Context: an optimization exercise on an open-source flow, tuned for small area, a short achievable clock period and few clock cycles. The choices shown serve that exercise and are no tape-out recipe.
Where RTL was checked, it was by simulation tests only, not by an equivalence proof against the original.
No driver is modelled on the clock port, so clock power and skew are understated where the tree is cut down; a real chip needs a root buffer or a tree.
Power and IR drop assume default switching activity.

## conv2d_3x3_lb
module conv2d_3x3_lb #(
    parameter MAX_W = 16
)(
    input         clk,
    input         reset,
    input         start,
    input  [7:0]  base_a,
    input  [7:0]  base_b,
    input  [7:0]  base_c,
    input  [4:0]  tile_w,    
    input  [4:0]  tile_h,    
    output reg    busy,
    output reg    done,
    output            a_en,
    output            a_we,          
    output reg  [7:0] a_addr,
    output      [31:0] a_di,         
    input       [31:0] a_dout,
    output            b_en,
    output            b_we,          
    output reg  [7:0] b_addr,
    output      [31:0] b_di,         
    input       [31:0] b_dout,
    output            c_en,
    output            c_we,
    output reg  [7:0] c_addr,
    output reg [31:0] c_di,
    input       [31:0] c_dout        
);
For scale: ~19000 sq um of cells after synthesis.
==> flow/config.mk <==
export PLATFORM = sky130hd
export DESIGN_NAME = conv2d_3x3_lb
export DESIGN_NICKNAME = conv2d_3x3_lb
export VERILOG_FILES = /design/flow/design.v
export SDC_FILE = /design/flow/constraint.sdc
export NUM_CORES = 4
export LEC_CHECK = 0
export CAP_MARGIN = 20
export CORE_MARGIN = 2
export CORE_UTILIZATION = 60
export PLACE_DENSITY = 0.75
export SLEW_MARGIN = 20
export SYNTH_HIERARCHICAL = 1
export SYNTH_MINIMUM_KEEP_SIZE = 0
==> flow/constraint.sdc <==
create_clock -name core_clock -period 15.0 [get_ports {clk}]
set_input_delay 3.0000 -clock core_clock [delete_from_list [all_inputs] [get_ports {clk}]]
set_output_delay 3.0000 -clock core_clock [all_outputs]
set_load 0.01 [all_outputs]
standard.sh (not shown) runs the stock make flow with config.mk's settings and CLKGATE_MAP_FILE= SYNTH_SCRIPT=/design/flow/synth_recipe.tcl, a recipe that flattens the netlist after the stock synthesis.
==> flow/flow/run.sh <==
#!/bin/bash
# Standard ORFS layout (the standard.sh, unchanged synthesis), with
#  - timing repair aimed well below the clock period (SETUP_SLACK_MARGIN),
#  - plain buffers on the ports instead of delay buffers,
#  - one tie cell for the constant outputs,
#  - a two-level clock tree (see post_cts.tcl).
# Every tool's output is in standard.log and in orfs/logs/.
set -euo pipefail
here=$(pwd)
bash standard.sh \
  SETUP_SLACK_MARGIN=11 \
  BUFFER_PORTS_ARGS="-buffer_cell sky130_fd_sc_hd__buf_2" \
  SKIP_REPAIR_TIE_FANOUT=1 \
  CTS_ARGS="-sink_clustering_enable -repair_clock_nets -sink_clustering_size 30 -sink_clustering_max_diameter 150 -dont_use_dummy_load" \
  POST_CTS_TCL="$here/flow/post_cts.tcl" \
  finish > standard.log 2>&1
Other scripts of this flow, unchanged in this note and not shown: flow/flow/post_cts.tcl
Testbench counts at the start, summed over its fixed seeds: cycles 205,773.
Edit:
--- a/flow/flow/run.sh
+++ b/flow/flow/run.sh
@@ -12 +12 @@
-  BUFFER_PORTS_ARGS="-buffer_cell sky130_fd_sc_hd__buf_2" \
+  BUFFER_PORTS_ARGS="-buffer_cell sky130_fd_sc_hd__buf_1" \
After rerunning:
- worst setup slack gets better by 54 ps
- die area stays the same
- worst hold slack loses 4.8 ps
- area after synthesis does not change
- fmax went up by 1.4%
- sequential power hardly moves
Edit:
--- a/flow/flow/run.sh
+++ b/flow/flow/run.sh
@@ -11 +11 @@
-  SETUP_SLACK_MARGIN=11 \
+  SETUP_SLACK_MARGIN=10.9 \
Effect: The changed run completed with no timing, DRC or antenna violations; worst setup slack gets worse by 100 ps; wire length decreases by 0.97%; power decreases by 0.65%; sequential share of layout area hardly moves; utilization decreases by 0.59 points; worst hold slack gets better by 5.1 ps; sequential cell count stays the same; sequential power hardly moves; maximum frequency decreases by 2.6%.


conv2d_3x3_lb, a different RTL version from the one above (not shown whole).
Size in the first run: roughly 260 I/O pins, about 0.019 mm2 of cells after synthesis.
==> flow/design.v (excerpt) <==
module conv2d_3x3_lb #(
    parameter MAX_W = 16
)(
    input         clk,
    input         reset,
    input         start,
    input  [7:0]  base_a,
    input  [7:0]  base_b,
    input  [7:0]  base_c,
    input  [4:0]  tile_w,    
    input  [4:0]  tile_h,    
    output reg    busy,
    output reg    done,
    output            a_en,
    output            a_we,          
    output reg  [7:0] a_addr,
    output      [31:0] a_di,         
    input       [31:0] a_dout,
    output            b_en,
    output            b_we,          
    output reg  [7:0] b_addr,
    output      [31:0] b_di,         
    input       [31:0] b_dout,
    output            c_en,
    output            c_we,
    output reg  [7:0] c_addr,
    output reg [31:0] c_di,
    input       [31:0] c_dout        
);
    assign a_we = 1'b0;
    assign b_we = 1'b0;
    assign a_di = 32'd0;
    assign b_di = 32'd0;
    reg        rd_en;       
    reg        wr_en;       
  ...
==> flow/config.mk <==
export PLATFORM = sky130hd
export DESIGN_NAME = conv2d_3x3_lb
export DESIGN_NICKNAME = conv2d_3x3_lb
export VERILOG_FILES = /design/flow/design.v
export SDC_FILE = /design/flow/constraint.sdc
export NUM_CORES = 4
export LEC_CHECK = 0
export CAP_MARGIN = 20
export CORE_MARGIN = 2
export CORE_UTILIZATION = 40
export SLEW_MARGIN = 20
export SYNTH_HIERARCHICAL = 1
export SYNTH_MINIMUM_KEEP_SIZE = 0
==> flow/constraint.sdc <==
create_clock -name core_clock -period 15.0 [get_ports {clk}]
set_input_delay 3.0000 -clock core_clock [delete_from_list [all_inputs] [get_ports {clk}]]
set_output_delay 3.0000 -clock core_clock [all_outputs]
set_load 0.01 [all_outputs]
==> flow/flow/run.sh <==
#!/bin/bash
# Standard ORFS layout (the standard.sh, unchanged synthesis), with
# timing repair aimed well below the clock period, and plain buffers on the
# ports instead of delay buffers.
set -euo pipefail
bash standard.sh \
  SETUP_SLACK_MARGIN=11 \
  BUFFER_PORTS_ARGS="-buffer_cell sky130_fd_sc_hd__buf_2" \
  CTS_CLUSTER_SIZE=40 CTS_CLUSTER_DIAMETER=80 \
  finish > standard.log 2>&1
==> next run, changes <==
==> flow/flow/run.sh (replaced) <==
#!/bin/bash
# Standard ORFS layout (the standard.sh, unchanged synthesis), with
# timing repair aimed well below the clock period, plain buffers on the ports
# instead of delay buffers, and a two-level clock tree (see post_cts.tcl).
set -euo pipefail
here=$(pwd)
bash standard.sh \
  SETUP_SLACK_MARGIN=11 \
  BUFFER_PORTS_ARGS="-buffer_cell sky130_fd_sc_hd__buf_2" \
  CTS_ARGS="-sink_clustering_enable -repair_clock_nets -sink_clustering_size 30 -sink_clustering_max_diameter 150 -dont_use_dummy_load" \
  POST_CTS_TCL="$here/flow/post_cts.tcl" \
  finish > standard.log 2>&1
==> flow/flow/post_cts.tcl (new file) <==
# Runs at the end of ORFS's CTS step (POST_CTS_TCL hook).
# TritonCTS builds a root buffer, H-tree buffers and leaf (sink cluster)
# buffers. This design has few registers, so the H-tree level is removed: the
# root buffer drives every leaf buffer directly. Every register's clock still
# comes through two clkbuf_16, with nearly the same latency for all of them.
set block [ord::get_db_block]
set clk_net [[$block findBTerm clk] getNet]
proc is_clkbuf {inst} {
  return [string match "sky130_fd_sc_hd__clkbuf_*" [[$inst getMaster] getName]]
}
set root ""
set leaves {}
set middles {}
foreach inst [$block getInsts] {
  if {![is_clkbuf $inst]} { continue }
  set out [[$inst findITerm X] getNet]
  set in [[$inst findITerm A] getNet]
  if {$out == "NULL" || $in == "NULL"} { continue }
  if {[$out getSigType] != "CLOCK"} { continue }
  if {[$in getName] == [$clk_net getName]} { set root $inst; continue }
  set drives_buf 0
  foreach it [$out getITerms] {
    if {[$it isInputSignal] && [is_clkbuf [$it getInst]]} { set drives_buf 1 }
  }
  if {$drives_buf} { lappend middles $inst } else { lappend leaves $inst }
}
puts "post_cts: root [expr {$root == "" ? "none" : [$root getName]}], [llength $middles] middle buffers, [llength $leaves] leaf buffers"
if {$root != "" && [llength $middles] >= 1 && [llength $leaves] <= 12} {
  set root_net [[$root findITerm X] getNet]
  foreach inst $leaves {
    set a [$inst findITerm A]
    $a disconnect
    $a connect $root_net
  }
  foreach inst $middles {
    set out [[$inst findITerm X] getNet]
    odb::dbInst_destroy $inst
    if {[llength [$out getITerms]] == 0} { odb::dbNet_destroy $out }
  }
  puts "post_cts: the root buffer now drives the leaf buffers directly"
  estimate_parasitics -placement
  repair_timing_helper
  detailed_placement
  check_placement -verbose
  report_clock_latency
}
Effect: Hold slack is better by 0.0039 ns. Total power went down by 5.2%. Design area came out lower by 2.3%. Routed wire length decreases by 1.0%. Via count drops by 2.0%. Non-clock buffer count came out lower by 1. Clock-buffer cell count went down by 9. Final cell count came out lower by 0.87%.
No run of this note included a check of the RTL's function; only the layout flow was run.


conv2d_3x3_lb, a different RTL version from the one above (not shown whole).
Size in the first run: about 2000 cells after synthesis, ~260 I/O pins, ~20000 um2 of cells after synthesis.
==> flow/design.v (excerpt) <==
module conv2d_3x3_lb #(
    parameter MAX_W = 16
)(
    input         clk,
    input         reset,
    input         start,
    input  [7:0]  base_a,
    input  [7:0]  base_b,
    input  [7:0]  base_c,
    input  [4:0]  tile_w,    
    input  [4:0]  tile_h,    
    output reg    busy,
    output reg    done,
    output            a_en,
    output            a_we,          
    output reg  [7:0] a_addr,
    output      [31:0] a_di,         
    input       [31:0] a_dout,
    output            b_en,
    output            b_we,          
    output reg  [7:0] b_addr,
    output      [31:0] b_di,         
    input       [31:0] b_dout,
    output            c_en,
    output            c_we,
    output reg  [7:0] c_addr,
    output reg [31:0] c_di,
    input       [31:0] c_dout        
);
    assign a_we = 1'b0;
    assign b_we = 1'b0;
    assign a_di = 32'd0;
    assign b_di = 32'd0;
    reg        rd_en;       
    reg        wr_en;       
    assign a_en = rd_en;
    assign b_en = rd_en;
    assign c_en = wr_en;
    assign c_we = wr_en;
    reg  [1:0] kj, ki;      
    reg  [4:0] ox_left;     
    reg  [4:0] oy_left;     
    reg        f1, f2;
    reg        l1, l2, l3;
    reg [31:0] A_r;                   
    reg [15:0] bneg, bone, btwo;      
    reg [31:0] acc_s, acc_c;          
    wire [31:0] nxt_s, nxt_c;
    wire [31:0] acc_sum;
    wire [32:0] bx = {b_dout, 1'b0};
    wire [15:0] enc_neg, enc_one, enc_two;
    genvar gi;
    generate for (gi = 0; gi < 16; gi = gi + 1) begin : benc
        assign enc_neg[gi] = bx[2*gi+2];
        assign enc_one[gi] = bx[2*gi+1] ^ bx[2*gi];
        assign enc_two[gi] = (bx[2*gi+2] & ~bx[2*gi+1] & ~bx[2*gi]) |
  ...
clock: 15.0 ns
lec_check: 0
cap_margin: 20
core_margin: 2
core_utilization: 40
slew_margin: 20
==> flow/flow/run.sh <==
#!/bin/bash
# Standard ORFS layout (the standard.sh, unchanged synthesis), with
# timing repair aimed well below the clock period, and plain buffers on the
# ports instead of delay buffers.
set -euo pipefail
bash standard.sh \
  SETUP_SLACK_MARGIN=11 \
  BUFFER_PORTS_ARGS="-buffer_cell sky130_fd_sc_hd__buf_2" \
  finish > standard.log 2>&1
The starting point went through all stages and came out clean.
Change:
==> flow/run.sh (new file) <==
#!/bin/bash
# synth_recipe.tcl (not shown) runs the flow's synth.tcl, then flattens the netlist and writes it again
# the make line also repeats each setting of config.mk as NAME=value (left out here)
make -C /OpenROAD-flow-scripts/flow DESIGN_CONFIG=/design/flow/config.mk WORK_HOME=/design/flow/orfs CLKGATE_MAP_FILE= SYNTH_SCRIPT=/design/flow/synth_recipe.tcl finish
removed: flow/flow/run.sh
removed: flow/standard.sh
Result:
- The new run completed without violations
- non-clock buffer count fell by 60
- combinational power fell by about 2%
- die area does not change
No run of this note included a check of the RTL's function; only the layout flow was run.

==> re-timing with driven ports <==
No port has a modelled driver above. Below, the same layouts with a new extraction and two added sets of constraints.
Step 1 sets driving cells, clkbuf_16 on the clock port and buf_2 on the other inputs (assumed; they add their load-dependent delay and slew).
Step 2 moves the port delays by t, midway between the first and last clock arrival at a register: inputs arrive t later, outputs are due t later. That takes back most of the time a late clock gives input paths.
a / b / c = ideal / step 1 / step 2; a / b = the first two.
run	t, ns	setup WS [ns]	worst setup path after step 2	latest minus earliest clock arrival (ns)
the first run of note 1	0.412	11.054 / 11.054 / 10.806	input to register	0.042 / 0.042
the second run of note 1	0.412	11.107 / 11.056 / 10.764	input to register	0.043 / 0.042
the third run of note 1	0.417	11.004 / 10.969 / 10.675	input to register	0.042 / 0.041
the first run of note 2	0.581	10.870 / 10.813 / 10.769	input to register	0.028 / 0.027
the second run of note 2	0.475	10.953 / 10.896 / 10.722	input to register	0.052 / 0.052
the first run of note 3	0.637	10.332 / 10.342 / 9.705	input to register	0.017 / 0.017
the second run of note 3	0.626	9.571 / 9.591 / 8.965	input to register	0.012 / 0.012
After both steps setup and hold are still met in every run listed. The setup slack of the first run of note 3, which loses most, moves by +0.010 ns with the drivers and by -0.627 ns with both steps.
